Background: an optimization exercise with open tools, aiming at small area. Do not read the settings as production practice. No functional check of the RTL was part of this run. Power and IR drop assume default switching activity.

==> design.v <==
module cla_adder(input c_in, input [3:0] A, B, output [3:0] Output, output c_out);
wire [3:0] prop,gen,carry;
assign carry[0]=c_in;
assign gen[0]=A[0]&B[0];
assign prop[0]=A[0]|B[0];
assign carry[1]=(carry[0]&prop[0])|gen[0];
assign Output[0]=A[0]^B[0]^carry[0];
assign gen[1]=A[1]&B[1];
assign prop[1]=A[1]|B[1];
assign carry[2]=(carry[1]&prop[1])|gen[1];
assign Output[1]=A[1]^B[1]^carry[1];
assign gen[2]=A[2]&B[2];
assign prop[2]=A[2]|B[2];
assign carry[3]=(carry[2]&prop[2])|gen[2];
assign Output[2]=A[2]^B[2]^carry[2];
assign gen[3]=A[3]&B[3];
assign prop[3]=A[3]|B[3];
assign c_out=(carry[3]&prop[3])|gen[3];
assign Output[3]=A[3]^B[3]^carry[3];
endmodule
module ones_compliment (
    input [7:0] A,  
    output [7:0] Output
   );
assign Output[0]=A[0]^1;
assign Output[1]=A[1]^1;
assign Output[2]=A[2]^1;
assign Output[3]=A[3]^1;
assign Output[4]=A[4]^1;
assign Output[5]=A[5]^1;
assign Output[6]=A[6]^1;
assign Output[7]=A[7]^1;
endmodule
module twos_compliment (
    input [7:0] A,   
    output [7:0] Output  
   );
wire c_out,c_out2;
wire [7:0] temp_value;
ones_compliment COMPLIMENT1(.A(A),.Output(temp_value));
cla_adder ADDER1(.c_in(1'b0), .A(temp_value[3:0]), .B(4'd1), .Output(Output[3:0]), .c_out(c_out));
cla_adder ADDER2(.c_in(1'b0), .A(temp_value[7:4]), .B({3'd0,c_out}), .Output(Output[7:4]), .c_out(c_out2));
endmodule
module ripple_cla( input c_in, input [7:0] A, B, output [7:0] Output, output c_out);
wire temp_c;
wire [7:0] D;
assign D[0]=B[0]^c_in;
assign D[1]=B[1]^c_in;
assign D[2]=B[2]^c_in;
assign D[3]=B[3]^c_in;
assign D[4]=B[4]^c_in;
assign D[5]=B[5]^c_in;
assign D[6]=B[6]^c_in;
assign D[7]=B[7]^c_in;
cla_adder CLA1(.c_in(c_in),.c_out(temp_c),.A(A[3:0]),.B(D[3:0]),.Output(Output[3:0]));
cla_adder CLA2(.c_in(temp_c),.c_out(c_out),.A(A[7:4]),.B(D[7:4]),.Output(Output[7:4]));
endmodule
module ripple_cla16(input c_in, input [15:0] A, B, output [15:0] Output, output c_out);
wire temp1_c,temp2_c,temp3_c;
wire [15:0] D;
assign D[0]=B[0]^c_in;
assign D[1]=B[1]^c_in;
assign D[2]=B[2]^c_in;
assign D[3]=B[3]^c_in;
assign D[4]=B[4]^c_in;
assign D[5]=B[5]^c_in;
assign D[6]=B[6]^c_in;
assign D[7]=B[7]^c_in;
assign D[8]=B[8]^c_in;
assign D[9]=B[9]^c_in;
assign D[10]=B[10]^c_in;
assign D[11]=B[11]^c_in;
assign D[12]=B[12]^c_in;
assign D[13]=B[13]^c_in;
assign D[14]=B[14]^c_in;
assign D[15]=B[15]^c_in;
cla_adder CLA1(.c_in(c_in),.c_out(temp1_c),.A(A[3:0]),.B(D[3:0]),.Output(Output[3:0]));
cla_adder CLA2(.c_in(temp1_c),.c_out(temp2_c),.A(A[7:4]),.B(D[7:4]),.Output(Output[7:4]));
cla_adder CLA3(.c_in(temp2_c),.c_out(temp3_c),.A(A[11:8]),.B(D[11:8]),.Output(Output[11:8]));
cla_adder CLA4(.c_in(temp3_c),.c_out(c_out),.A(A[15:12]),.B(D[15:12]),.Output(Output[15:12]));
endmodule
module booth_multiplier (
	input clk,  
	input en,  
	input [7:0] A,B,
	output [15:0] Output
);
reg [15:0] posA, negA;
reg [7:0] tempB;
wire [7:0] compA;
reg prev;
wire c_out1, c_out2;
wire [15:0] posOutput, negOutput;
reg [15:0] temp_Output;
function [7:0] sign;  
  input [7:0] A;
  input [7:0] B;
  if(A[7]==B[7])
    sign=0;
  else
    sign=1;
endfunction
function [7:0] absolute_value;  
  input [7:0] input_value;
  if(input_value>8'd127)
    absolute_value=9'd256-input_value;
  else
    absolute_value=input_value;
endfunction
assign Output=(sign(A,B)==1)?(17'd65536-temp_Output):temp_Output;
always @(posedge clk)
begin
  if(en==1)
  begin
    if(tempB[0]==1 & prev==0)
      temp_Output<=posOutput;
    else if(tempB[0]==0 & prev==1)
      temp_Output<=negOutput;
    prev<=tempB[0];
    posA<=(posA<<1);  
    negA<=(negA<<1);  
    tempB<=(tempB>>1);  
  end
  else
    begin
      posA<={8'd0,absolute_value(A)};
      negA<={8'b11111111,compA};
      tempB<=absolute_value(B);
      prev<=1'b0;
      temp_Output<=16'd0;
    end
end
twos_compliment COMPLIMENT1(.A(absolute_value(A)), .Output(compA));
ripple_cla16 CLA1(.c_in(1'b0), .A(temp_Output), .B(negA), .Output(posOutput), .c_out(c_out1));
ripple_cla16 CLA2(.c_in(1'b0), .A(temp_Output), .B(posA), .Output(negOutput), .c_out(c_out2));
endmodule
module display_module (
	input clk,  
	input rst,  
  	input [6:0] b1,b2,b3,b4,  
  	output output_o1,output_o2,output_o3,output_o4,
  	output [0:6] output_bcd
);
reg o1,o2,o3,o4;
reg [0:6] bcd;
reg [63:0] display_count; 
reg [63:0] count;  
assign output_o1=o1;
assign output_o2=o2;
assign output_o3=o3;
assign output_o4=o4;
assign output_bcd=bcd;
always @(posedge clk)
begin
	if(rst==1)
		count=0;
	else
		count=display_count+1;
	if(count%256<=60)
	begin
		o1<=1;
		o2<=1;
		o3<=1;
		o4<=0;
		bcd<=b4;
	end
	else if(count%256>60 & count%256<=120)
	begin
		o1<=1;
		o2<=1;
		o3<=0;
		o4<=1;
		bcd<=b3;
	end
	else if(count%256>120 & count%256<=180 )
	begin
		o1<=1;
		o2<=0;
		o3<=1;
		o4<=1;
		bcd<=b2;
	end
	else if(count%256>180 & count%256<=240 )
	begin
		o1<=0;
		o2<=1;
		o3<=1;
		o4<=1;
		bcd<=b1;
	end
	else if(count==240)
	begin
		count=0;
	end
	display_count<=count;
end
endmodule
module alu(input read,write,dig1,dig2,dig3,dig4,rst,clk,rev,exec,sign, output o1,o2,o3,o4, output [0:6] bcd);
localparam RESET=4'd0;
localparam IDLE=4'd1;
localparam ADDRESS=4'd2;
localparam DISPLAY=4'd3;
localparam WRITE=4'd4;
localparam EXECUTE=4'd5;
localparam DEBOUNCER_CONSTANT=32'b0111_1111_1111_1111_1111_1111_1111_1111;
localparam DEBOUNCER_CLOCK=10;
localparam OPERATOR=4'd1;
localparam OPERAND1=4'd2;
localparam OPERAND2=4'd3;
localparam ADD=4'd0;
localparam SUB=4'd1;
localparam MUL=4'd2;
localparam DIV=4'd3;
reg [3:0] state, location_state;  
reg [3:0] location_state_q;
reg [3:0] di1,di2,di3,di4,di5,add1,add2,add4;  
reg [3:0] di1_q,di2_q,di3_q,di4_q,di5_q,add1_q,add2_q,add4_q;
reg [6:0] b1,b2,b3,b4;  
reg [6:0] b1_q,b2_q,b3_q,b4_q;
reg [63:0] main_count; 
reg [63:0] main_count_q;
reg [31:0] debouncer4,debouncer3,debouncer2,debouncer1;  
reg [31:0] debouncer4_q,debouncer3_q,debouncer2_q,debouncer1_q;
reg [7:0] value, address;  
reg [7:0] value_q, address_q;
reg [31:0] temp_register;  
reg [31:0] temp_register_q;
reg mem_we;  
reg [31:0] mem_wdata;  
reg [31:0] memory[0:31];  
reg [7:0] temp_value,temp_display1,temp_display2;  
reg idle,address_read,mul_en;  
reg address_read_q,mul_en_q;
reg sign_1, sign_2; 
reg sign_1_q, sign_2_q;
wire temp_c_sub,temp_c_add;  
wire [7:0] add_output,sub_output;  
wire [15:0] mul_output, div_output;
function [6:0] bcd_number;  
	input reg [3:0] d;
	case (d)
		4'd0:bcd_number=7'b0000001;
		4'd1:bcd_number=7'b1001111;
		4'd2:bcd_number=7'b0010010;
		4'd3:bcd_number=7'b0000110;
		4'd4:bcd_number=7'b1001100;
		4'd5:bcd_number=7'b0100100;
		4'd6:bcd_number=7'b0100000;
		4'd7:bcd_number=7'b0001111;
		4'd8:bcd_number=7'b0000000;
		4'd9:bcd_number=7'b0001100;
		4'd10:bcd_number=7'b0001000;
		4'd11:bcd_number=7'b1100000;
		4'd12:bcd_number=7'b0110001;
		4'd13:bcd_number=7'b1000010;
		4'd14:bcd_number=7'b0110000;
		4'd15:bcd_number=7'b0111000;
		default:bcd_number=7'b1111111;
	endcase
endfunction
function [6:0] bcd_operator;  
	input reg [3:0] d;
	case (d)
		ADD:bcd_operator=7'b0001000;
		SUB:bcd_operator=7'b0100100;
		MUL:bcd_operator=7'b0011000;
		DIV:bcd_operator=7'b1000010;
		default:bcd_operator=7'b1111111;
	endcase
endfunction
function [7:0] absolute_value;  
	input [7:0] input_value;
	if(input_value>8'd127)
		absolute_value=9'd256-input_value;
	else
		absolute_value=input_value;
endfunction
always @(*)
begin
	if (rst==1)
		state=RESET;
	else if(idle==1)
		state=IDLE;
	else if(address_read_q==1 & exec==1)
		state=EXECUTE;
	else if(address_read_q==1 & read==1)
		state=DISPLAY;
	else if (address_read_q==1 & write==1)
		state=WRITE;
	else if (read==1 | write==1 | exec==1)
		state=ADDRESS;
	else
		state=IDLE;
end
always @(posedge clk)
begin
	if(read==1 | write==1 | rst==1 | exec==1)
		idle<=0;
	else
		idle<=1;
end
always @(*)
begin
	mul_en=mul_en_q;address_read=address_read_q;
	location_state=location_state_q;
	address=address_q;value=value_q;
	di1=di1_q;di2=di2_q;di3=di3_q;di4=di4_q;di5=di5_q;add1=add1_q;add2=add2_q;add4=add4_q;
	b1=b1_q;b2=b2_q;b3=b3_q;b4=b4_q;
	main_count=main_count_q;
	debouncer1=debouncer1_q;debouncer2=debouncer2_q;debouncer3=debouncer3_q;debouncer4=debouncer4_q;
	temp_register=temp_register_q;
	sign_1=sign_1_q;sign_2=sign_2_q;
	temp_value=0;temp_display1=0;temp_display2=0;
	mem_we=0;mem_wdata=0;
	case(state)
		RESET:
			begin
				mul_en=0;address_read=0;
				location_state=RESET;
				address=0;value=0;  
				main_count=0;temp_register=0;sign_1=1;sign_2=1;
				debouncer1=0;debouncer2=0;debouncer3=0;debouncer4=0;
				di1=0;di2=0;di3=0;di4=0;di5=0;add1=0;add2=0;add4=0;  
				b4=7'b0110001;	 
				b3=7'b1110001;	 
				b2=7'b0110000;	 
				b1=7'b1101010;	 
			end
		IDLE:
			begin
				mul_en=0;address_read=0;
				location_state=RESET;
				b4=7'b1001111;	 
				b3=7'b1000010;	 
				b2=7'b1110001;	 
				b1=7'b0110000;	 
			end
		ADDRESS:
			begin
				main_count=main_count+1;
				if(main_count==DEBOUNCER_CLOCK)
				begin
					debouncer1=(debouncer1<<1)+dig1;
					debouncer2=(debouncer2<<1)+dig2;
					debouncer4=(debouncer4<<1)+dig4;
					if(debouncer4==DEBOUNCER_CONSTANT)
					begin
						address_read=1;
						address={add2,add1};  
					end
					else
					begin
						if(debouncer1==DEBOUNCER_CONSTANT)
						begin
							if(rev==0) 
								add1=(add1+1)%16;
							else
								add1=(add1-1)%16;
						end
						if(debouncer2==DEBOUNCER_CONSTANT)
						begin
							if(rev==0) 
								add2=(add2+1)%2;
							else
								add2=(add2-1)%2;
						end
					end
					main_count=0;
					b4=7'b0001000;	 
					b3=7'b1000010;	 
					b2=bcd_number(add2);
					b1=bcd_number(add1);
				end
			end
		EXECUTE:
			begin
				temp_register=memory[address_q];
				case(temp_register[3:0])
					ADD:
						begin
							temp_value=absolute_value(add_output);
							if(temp_register[15]==0 & temp_register[23]==0 & add_output[7]==1)
							begin
								b3=7'b1111111; 
								b2=7'b1111111; 
								b1=7'b1100010;  
							end
							else if(temp_register[15]==1 & temp_register[23]==1 & add_output[7]==0)
							begin
								b3=7'b1111111; 
								b2=7'b1111111; 
								b1=7'b1100011;  
							end
							else
							begin
								if(temp_value!=add_output)
									b3=7'b1111110;  
								else
									b3=7'b1111111; 
								b4=7'b1110110;  
								b2=bcd_number(temp_value[7:4]);
								b1=bcd_number(temp_value[3:0]);
							end
						end
					SUB:
						begin
							temp_value=absolute_value(sub_output);
							if(temp_register[15]==0 & temp_register[23]==1 & sub_output[7]==1)
							begin
								b3=7'b1111111; 
								b2=7'b1111111; 
								b1=7'b1100010;  
							end
							else if(temp_register[15]==1 & temp_register[23]==0 & sub_output[7]==0)
							begin
								b3=7'b1111111; 
								b2=7'b1111111; 
								b1=7'b1100011;  
							end
							else
							begin
								if(temp_value!=sub_output)
									b3=7'b1111110;  
								else
									b3=7'b1111111; 
								b4=7'b1110110;  
								b2=bcd_number(temp_value[7:4]);
								b1=bcd_number(temp_value[3:0]);
							end
						end
					MUL:
						begin
							mul_en=1;
							b4=bcd_number(mul_output[15:12]);
							b3=bcd_number(mul_output[11:8]);
							b2=bcd_number(mul_output[7:4]);
							b1=bcd_number(mul_output[3:0]);
						end
					DIV:
						begin
							b2=bcd_number(div_output[7:4]);
							b1=bcd_number(div_output[3:0]);
						end
					default:
						begin
							b4=7'b1110110;  
							b2=7'b1111110;  
							b1=7'b1111110;  
						end
				endcase
			end
		WRITE:
			begin
				main_count=main_count+1;
				if(main_count==DEBOUNCER_CLOCK)
				begin
					debouncer1=(debouncer1<<1)+dig1;
					debouncer2=(debouncer2<<1)+dig2;
					debouncer3=(debouncer3<<1)+dig3;
					debouncer4=(debouncer4<<1)+dig4;
					if(location_state==RESET)
						location_state=OPERATOR;
					if(debouncer4==DEBOUNCER_CONSTANT)
					begin
						location_state=location_state+1;
						if(location_state>=4)
						begin
							if(sign_1==0)
								temp_display1 = 9'd256-{di3,di2};
							else
								temp_display1={di3,di2};
							if(sign_2==0)
								temp_display2 = 9'd256-{di5,di4};
							else
								temp_display2={di5,di4};
							mem_we=1;
							mem_wdata={8'd0,temp_display2,temp_display1,4'd0,di1};
							address_read=0;
							location_state=RESET;
						end
					end
					else
					begin
						if (location_state==OPERATOR)
						begin
							if(debouncer1==DEBOUNCER_CONSTANT)
							begin
								if(rev==0) 
									di1=(di1+1)%4;
								else
									di1=(di1-1)%4;
							end
						end
						else if(location_state==OPERAND1)
						begin
							sign_1=sign;
							if(debouncer1==DEBOUNCER_CONSTANT)
							begin
								if(rev==0) 
									di2=(di2+1)%16;
								else
									di2=(di2-1)%16;
							end
							if(debouncer2==DEBOUNCER_CONSTANT)
							begin
								sign_1=sign;
								if(rev==0) 
									di3=(di3+1)%8;
								else
									di3=(di3-1)%8;
							end
						end
						else if(location_state==OPERAND2)
						begin
							if(debouncer1==DEBOUNCER_CONSTANT)
							begin
								sign_2=sign;
								if(rev==0) 
									di4=(di4+1)%16;
								else
									di4=(di4-1)%16;
							end
							if(debouncer2==DEBOUNCER_CONSTANT)
							begin
								sign_2=sign;
								if(rev==0) 
									di5=(di5+1)%8;
								else
									di5=(di5-1)%8;
							end
						end
					end
					main_count=0;
					if(location_state==OPERATOR)
					begin
						b4=7'b1100010;  
						b3=7'b0011000;  
						b2=7'b1111111; 
						b1=bcd_operator(di1);
					end
					else if (location_state==OPERAND1)
					begin
						b4=7'b1001111;  
						if(sign)
							b3=7'b1111111;  
						else
							b3=7'b1111110;  
						b2=bcd_number(di3);
						b1=bcd_number(di2);
					end
					else if (location_state==OPERAND2)
					begin
						b4=7'b0010010;  
						if(sign)
							b3=7'b1111111;  
						else
							b3=7'b1111110;  
						b2=bcd_number(di5);
						b1=bcd_number(di4);
					end
					else
					begin
						b4=7'b1111110;  
						b3=7'b1111110;  
						b2=7'b1111110;  
						b1=7'b1111110;  
					end
				end
			end
		DISPLAY:
			begin
				main_count=main_count+1;
				if(main_count==DEBOUNCER_CLOCK)
				begin
					debouncer1=(debouncer1<<1)+dig1;
					debouncer2=(debouncer2<<1)+dig2;
					debouncer3=(debouncer3<<1)+dig3;
					debouncer4=(debouncer4<<1)+dig4;
					if(debouncer4==DEBOUNCER_CONSTANT)
					begin
						address_read=0;
						location_state=RESET;
					end
					else
					begin
						if(debouncer1==DEBOUNCER_CONSTANT)
							location_state=OPERATOR;
						if(debouncer2==DEBOUNCER_CONSTANT)
							location_state=OPERAND1;
						if(debouncer3==DEBOUNCER_CONSTANT)
							location_state=OPERAND2;
					end
					main_count=0;
					temp_register=memory[address_q];
					if(location_state==OPERATOR)
					begin
						b4=7'b1100010;  
						b3=7'b0011000;  
						b2=7'b1111111; 
						b1=bcd_operator(temp_register[3:0]);
					end
					else if (location_state==OPERAND1)
					begin
						temp_value=absolute_value(temp_register[15:8]);
						b4=7'b1001111;  
						if(temp_value!=temp_register[15:8])
							b3=7'b1111110;  
						else
							b3=7'b1111111; 
						b2=bcd_number(temp_value[7:4]);
						b1=bcd_number(temp_value[3:0]);
					end
					else if (location_state==OPERAND2)
					begin
						temp_value=absolute_value(temp_register[23:16]);
						b4=7'b0010010;  
						if(temp_value!=temp_register[23:16])
							b3=7'b1111110;  
						else
							b3=7'b1111111; 
						b2=bcd_number(temp_value[7:4]);
						b1=bcd_number(temp_value[3:0]);
					end
					else
					begin
						b4=7'b1000010;	 
						b3=7'b1001111;	 
						b2=7'b0100100;	 
						b1=7'b0011000;	 
					end
				end
			end
	endcase
end
always @(posedge clk)
begin
	mul_en_q<=mul_en;address_read_q<=address_read;
	location_state_q<=location_state;
	address_q<=address;value_q<=value;
	di1_q<=di1;di2_q<=di2;di3_q<=di3;di4_q<=di4;di5_q<=di5;add1_q<=add1;add2_q<=add2;add4_q<=add4;
	b1_q<=b1;b2_q<=b2;b3_q<=b3;b4_q<=b4;
	main_count_q<=main_count;
	debouncer1_q<=debouncer1;debouncer2_q<=debouncer2;debouncer3_q<=debouncer3;debouncer4_q<=debouncer4;
	temp_register_q<=temp_register;
	sign_1_q<=sign_1;sign_2_q<=sign_2;
	if(mem_we)
		memory[address_q]<=mem_wdata;
end
assign div_output=16'd0;
ripple_cla RIPPLE_CLA1(.c_in(1'b0), .c_out(temp_c_add), .A(temp_register_q[15:8]), .B(temp_register_q[23:16]), .Output(add_output));
ripple_cla RIPPLE_CLA2(.c_in(1'b1), .c_out(temp_c_sub), .A(temp_register_q[15:8]), .B(temp_register_q[23:16]), .Output(sub_output));
booth_multiplier BOOTH(.clk(clk), .A(temp_register_q[15:8]), .B(temp_register_q[23:16]), .en(mul_en_q), .Output(mul_output));
display_module DISPLAY1(.clk(clk), .rst(rst), .b1(b1_q), .b2(b2_q), .b3(b3_q), .b4(b4_q), .output_bcd(bcd), .output_o1(o1), .output_o2(o2), .output_o3(o3), .output_o4(o4));
endmodule
==> run.sh <==
#!/bin/bash
# synth_recipe.tcl (not shown) runs the flow's synth.tcl, then flattens the netlist and writes it again
# the make line also repeats each setting of config.mk as NAME=value (left out here)
make -C /OpenROAD-flow-scripts/flow DESIGN_CONFIG=/design/flow/config.mk WORK_HOME=/design/flow/orfs CLKGATE_MAP_FILE= SYNTH_SCRIPT=/design/flow/synth_recipe.tcl finish
==> config.mk <==
export PLATFORM = sky130hd
export DESIGN_NAME = alu
export DESIGN_NICKNAME = alu
export VERILOG_FILES = /design/flow/design.v
export SDC_FILE = /design/flow/constraint.sdc
export NUM_CORES = 4
export LEC_CHECK = 0
export CAP_MARGIN = 20
export CORE_MARGIN = 2
export CORE_UTILIZATION = 45
export SLEW_MARGIN = 20
==> constraint.sdc <==
create_clock -name core_clock -period 10.0 [get_ports {clk}]
set_input_delay 2.0000 -clock core_clock [delete_from_list [all_inputs] [get_ports {clk}]]
set_output_delay 2.0000 -clock core_clock [all_outputs]
set_load 0.01 [all_outputs]
==> run_results.csv <==
group,metric,value,unit
clocking,numCtsBuffers,103,
clocking,tritoncts,"done",
cells_and_area,layout-drive-gt1-share,0.132,
timing,worst_slew_pin_slew,1.10,ns
critical_path,cp_common_cell,"fa_1",
timing,rsz0062_at_grt,"false",
critical_path,crit_type,"flop to flop",
cells_and_area,stdcell_count,5340,
drt,wl_per_cell,23.0,um
clocking,cts_sinks,994,
synthesis,synth_area,49700,um^2
critical_path,arrival,8.56,ns
placed_design,dp_cells,5148,
placed_design,dpl-instance-area,51700,um^2
synthesis,synthCells,3756,
timing,slew_headroom,0.259,
cells_and_area,syn_to_final_growth,10.8,%
timing,fmax,0.125,GHz
hold_path,worst_hold_path.num_cells,2,
timing,drv_slew,0,
drt,drt_iter0_markers,3495,
critical_path,cp_max_fo,10,
synthesis,synth_ff_type,"edfxtp_1",
grt,grt_pass1_vias,30200,
grt,grt_pass1_wl,188000,um
cells_and_area,nets,3955,
critical_path,cp_top_family,"adder cells",
synthesis,synth-edff-count,920,
drt,vias,31300,
power,p_leak,0.0170,uW
placed_design,place_congestion,0.941,
clocking,postCtsSetupRepairBufs,0,
clocking,postCtsHoldBufs,0,
floorplan,pin_count,22,
placed_design,io_buffers,21,
grt,grt_max_degree,95,
critical_path,r2r_cells,20,
placed_design,dp_hpwl,81300,um
grt,grt_overflow_total,0,
drt,ant_nets,0,
clocking,clockRootBuffer,"clkbuf_16",
timing,setup_viol,0,
drt,vias_per_cell,5.85,
grt,antenna_found_initial,3,
critical_path,cp-end-kind,"flop",
floorplan,die_area,113000,um^2
timing,fin_setup_tns,0,ns
cells_and_area,seqCellArea,29100,um^2
synthesis,syn_avg_cell_area,13.2,um^2
clocking,htreeDepth,3,
status,status,"no timing/DRC/antenna violations",
grt,met2_usage,0.337,
grt,met1_usage,0.311,
timing,finalClockSkew,0.0381,ns
clocking,clk_pin_slew,0.06,ns
timing,fin_crit_sh,0.799,
clocking,cts.repair.resized,0,
hold_path,hold_path.class,"flop to flop",
run,maxCapViolations,0,
drt,totalWireLength,123000,um
synthesis,synth_fp_nets,3934,
timing,finalHoldViolCount,0,
critical_path,cp.required,10.57,ns
floorplan,rows,121,
floorplan,start_util,0.455,
synthesis,yosysUniqueCellTypes,95,
clocking,clk_latency,0.71,ns
clocking,clk_path_buf_depth,3,
synthesis,yosysSeqAreaShare,0.586,
hold_path,worstHoldEndpoint,"BOOTH.tempB[1]",
synthesis,ys_seq_elements,994,
grt,use_met3,0.0426,
power,ir_drop,0.000160,V
critical_path,crit_chain,"ha_1 -> maj3_1 -> fa_1 -> fa_1 -> fa_1 -> fa_1 -> fa_1 -> fa_1 -> fa_1 -> fa_1 -> fa_1 -> fa_1 -> fa_1 -> fa_1 -> fa_1 -> xor2_1 -> nor2_1 -> a211oi_1 -> xor2_1 -> and2_1",
synthesis,async_flop_share,0,
critical_path,cp-start-kind,"flop",
drt,drtPass1Iterations,5,
cells_and_area,num-fill-cells,9437,
floorplan,core,109000,um^2
grt,grtUsageTotal,0.218,
grt,grt.busiest_layer,"met2",
timing,fin_crit,7.99,ns
critical_path,crit_slowest_cell,"fa_1",
synthesis,yosysWarnings,3,
cells_and_area,multi_input_area,19400,um^2
power,power_density,188,nW/um^2
critical_path,r2r-end,"BOOTH.temp_Output[15]",
critical_path,slowest_delay,0.47,ns
critical_path,critPathBufInv,0,
hold_path,hold_start,"BOOTH.tempB[2]",
cells_and_area,fin_area,55000,um^2
cells_and_area,layout_commonest_cell,"edfxtp_1",
critical_path,timing.reg2reg.setup_slack,2.01,ns
cells_and_area,final_cell_mix,"edfxtp_1 (920), nor2_1 (266), nand2_1 (221)",
critical_path,regToRegStartpoint,"BOOTH.temp_Output[0]",
floorplan,fp.dieW,336,um
drt,drc_errors,0,
floorplan,die_height,336,um
-- cell type report --
type	instances	share of cell area
Antenna cell	1	0.0000455
Clock inverter	61	0.00976
Clock buffer	130	0.0498
Tap cell	1476	0.0336
Inverter	123	0.00839
Multi-Input combinational cell	2439	0.352
Sequential cell	994	0.529
Timing Repair Buffer	116	0.0170
-- worst max path at each step --
| stage | start | to | slack (ns) | depth (start not counted) |
|---|---|---|---|---|
| after global placement | BOOTH.temp_Output[0] | BOOTH.temp_Output[15] | 1.99 | 20 |
| final | BOOTH.temp_Output[0] | BOOTH.temp_Output[15] | 2.01 | 20 |
| after floorplan | BOOTH.temp_Output[0] | BOOTH.temp_Output[15] | 2.46 | 20 |
| after global routing | BOOTH.temp_Output[0] | BOOTH.temp_Output[15] | 1.72 | 20 |
| after detailed placement | BOOTH.temp_Output[0] | BOOTH.temp_Output[15] | 2.03 | 20 |
| after CTS | BOOTH.temp_Output[0] | BOOTH.temp_Output[15] | 1.95 | 20 |
-- flip-flops by register name, summed over array words and instances (netlist names), 5 cells and up, named ones only --
signal,flops
memory,640
main_count_q,64
debouncer1_q,31
debouncer2_q,31
debouncer3_q,31
debouncer4_q,31
BOOTH.posA,16
BOOTH.temp_Output,16
temp_register_q,16
BOOTH.negA,15
BOOTH.tempB,8
DISPLAY1.display_count,8
DISPLAY1.bcd,7
b1_q,7
b2_q,7
b3_q,7
b4_q,7
address_q,5
-- through the flow --
step	worst slack, ns	power, uW	util	hold slack, ns
floorplan	2.46	6230	-	0.401
global placement	1.99	6650	0.474	0.411
detailed placement	2.03	6670	0.474	0.419
CTS	1.95	10400	0.504	0.434
global route	1.72	10800	0.504	0.456
finish	2.01	10400	0.504	0.427
-- synthesized netlist by cell type (all sizes together), types with 30 or more instances --
master,number,area (um^2)
xor2,67,587
nand2,222,833
nor2b,54,338
ha,124,1550
nand4,70,450
nor3,81,433
a21oi,109,546
o211ai,31,233
fa,43,861
mux2i,108,1090
clkbuf,138,519
o22ai,32,200
a31oi,52,338
nor2,268,1010
o21ai,157,786
nand2b,30,188
nor4,44,282
buf,62,400
edfxtp,920,27600
nand3,102,528
xnor2,114,998
dfxtp,74,1480
inv,122,458
and3,55,344
and2,150,938
mux4,155,3490
-- layer usage --
layer  wire [um]  part of all wire  up-vias
li1            -                 -    14400
met1       55000              0.45    15600
met2       55500              0.45      993
met3        8500             0.069      234
met4        4010             0.033        4
met5          28           0.00023        -
-- power breakdown --
part / switching (uW) / total (uW) / internal, uW
Clock: 1650 / 3750 / 2100
Combinational: 1090 / 1770 / 679
Sequential: 168 / 4840 / 4670
Total: 2900 / 10400 / 7450
-- worst min-delay path, cell delays in order, from the launching register on --
cell and delay, ns:
dfxtp_1 0.30, nand2_1 0.04, o21ai_0 0.05
-- logic make-up (layout without fill, tap and decap cells) --
family          Yosys count  after routing  share of synthesized area
compound gates          608            608                     0.0805
xor+xnor                183            183                     0.0329
fa+ha+maj               170            170                     0.0492
buf+inv                 323            430                     0.0278
flops                   994            994                      0.586
mux                     289            289                     0.0981
other cells               0              1                          0
simple gates           1189           1189                      0.125

-- port drivers added, routing unchanged --
The flow's constraints put no driver on any port. The routed layout listed below was extracted and timed again, unchanged, in two steps.
Step 1 sets driving cells, clkbuf_16 on the clock port and buf_2 on the other inputs (assumed; they add their load-dependent delay and slew).
Step 2 also shifts input and output timing later by t, the mid clock arrival at the registers, as if the neighbouring blocks saw the same clock.
Three values: no drivers, after step 1, after step 2; two values: the first two.
shift t [ns]: 0.756
setup slack, ns: 2.013 / 2.013 / 2.013
clock arrival spread, ns: 0.039 / 0.038
pins driven straight from the clock port: 1
After both steps this run still meets setup and hold. The setup slack of this run moves by 0.000 ns with the drivers and by 0.000 ns with both steps.
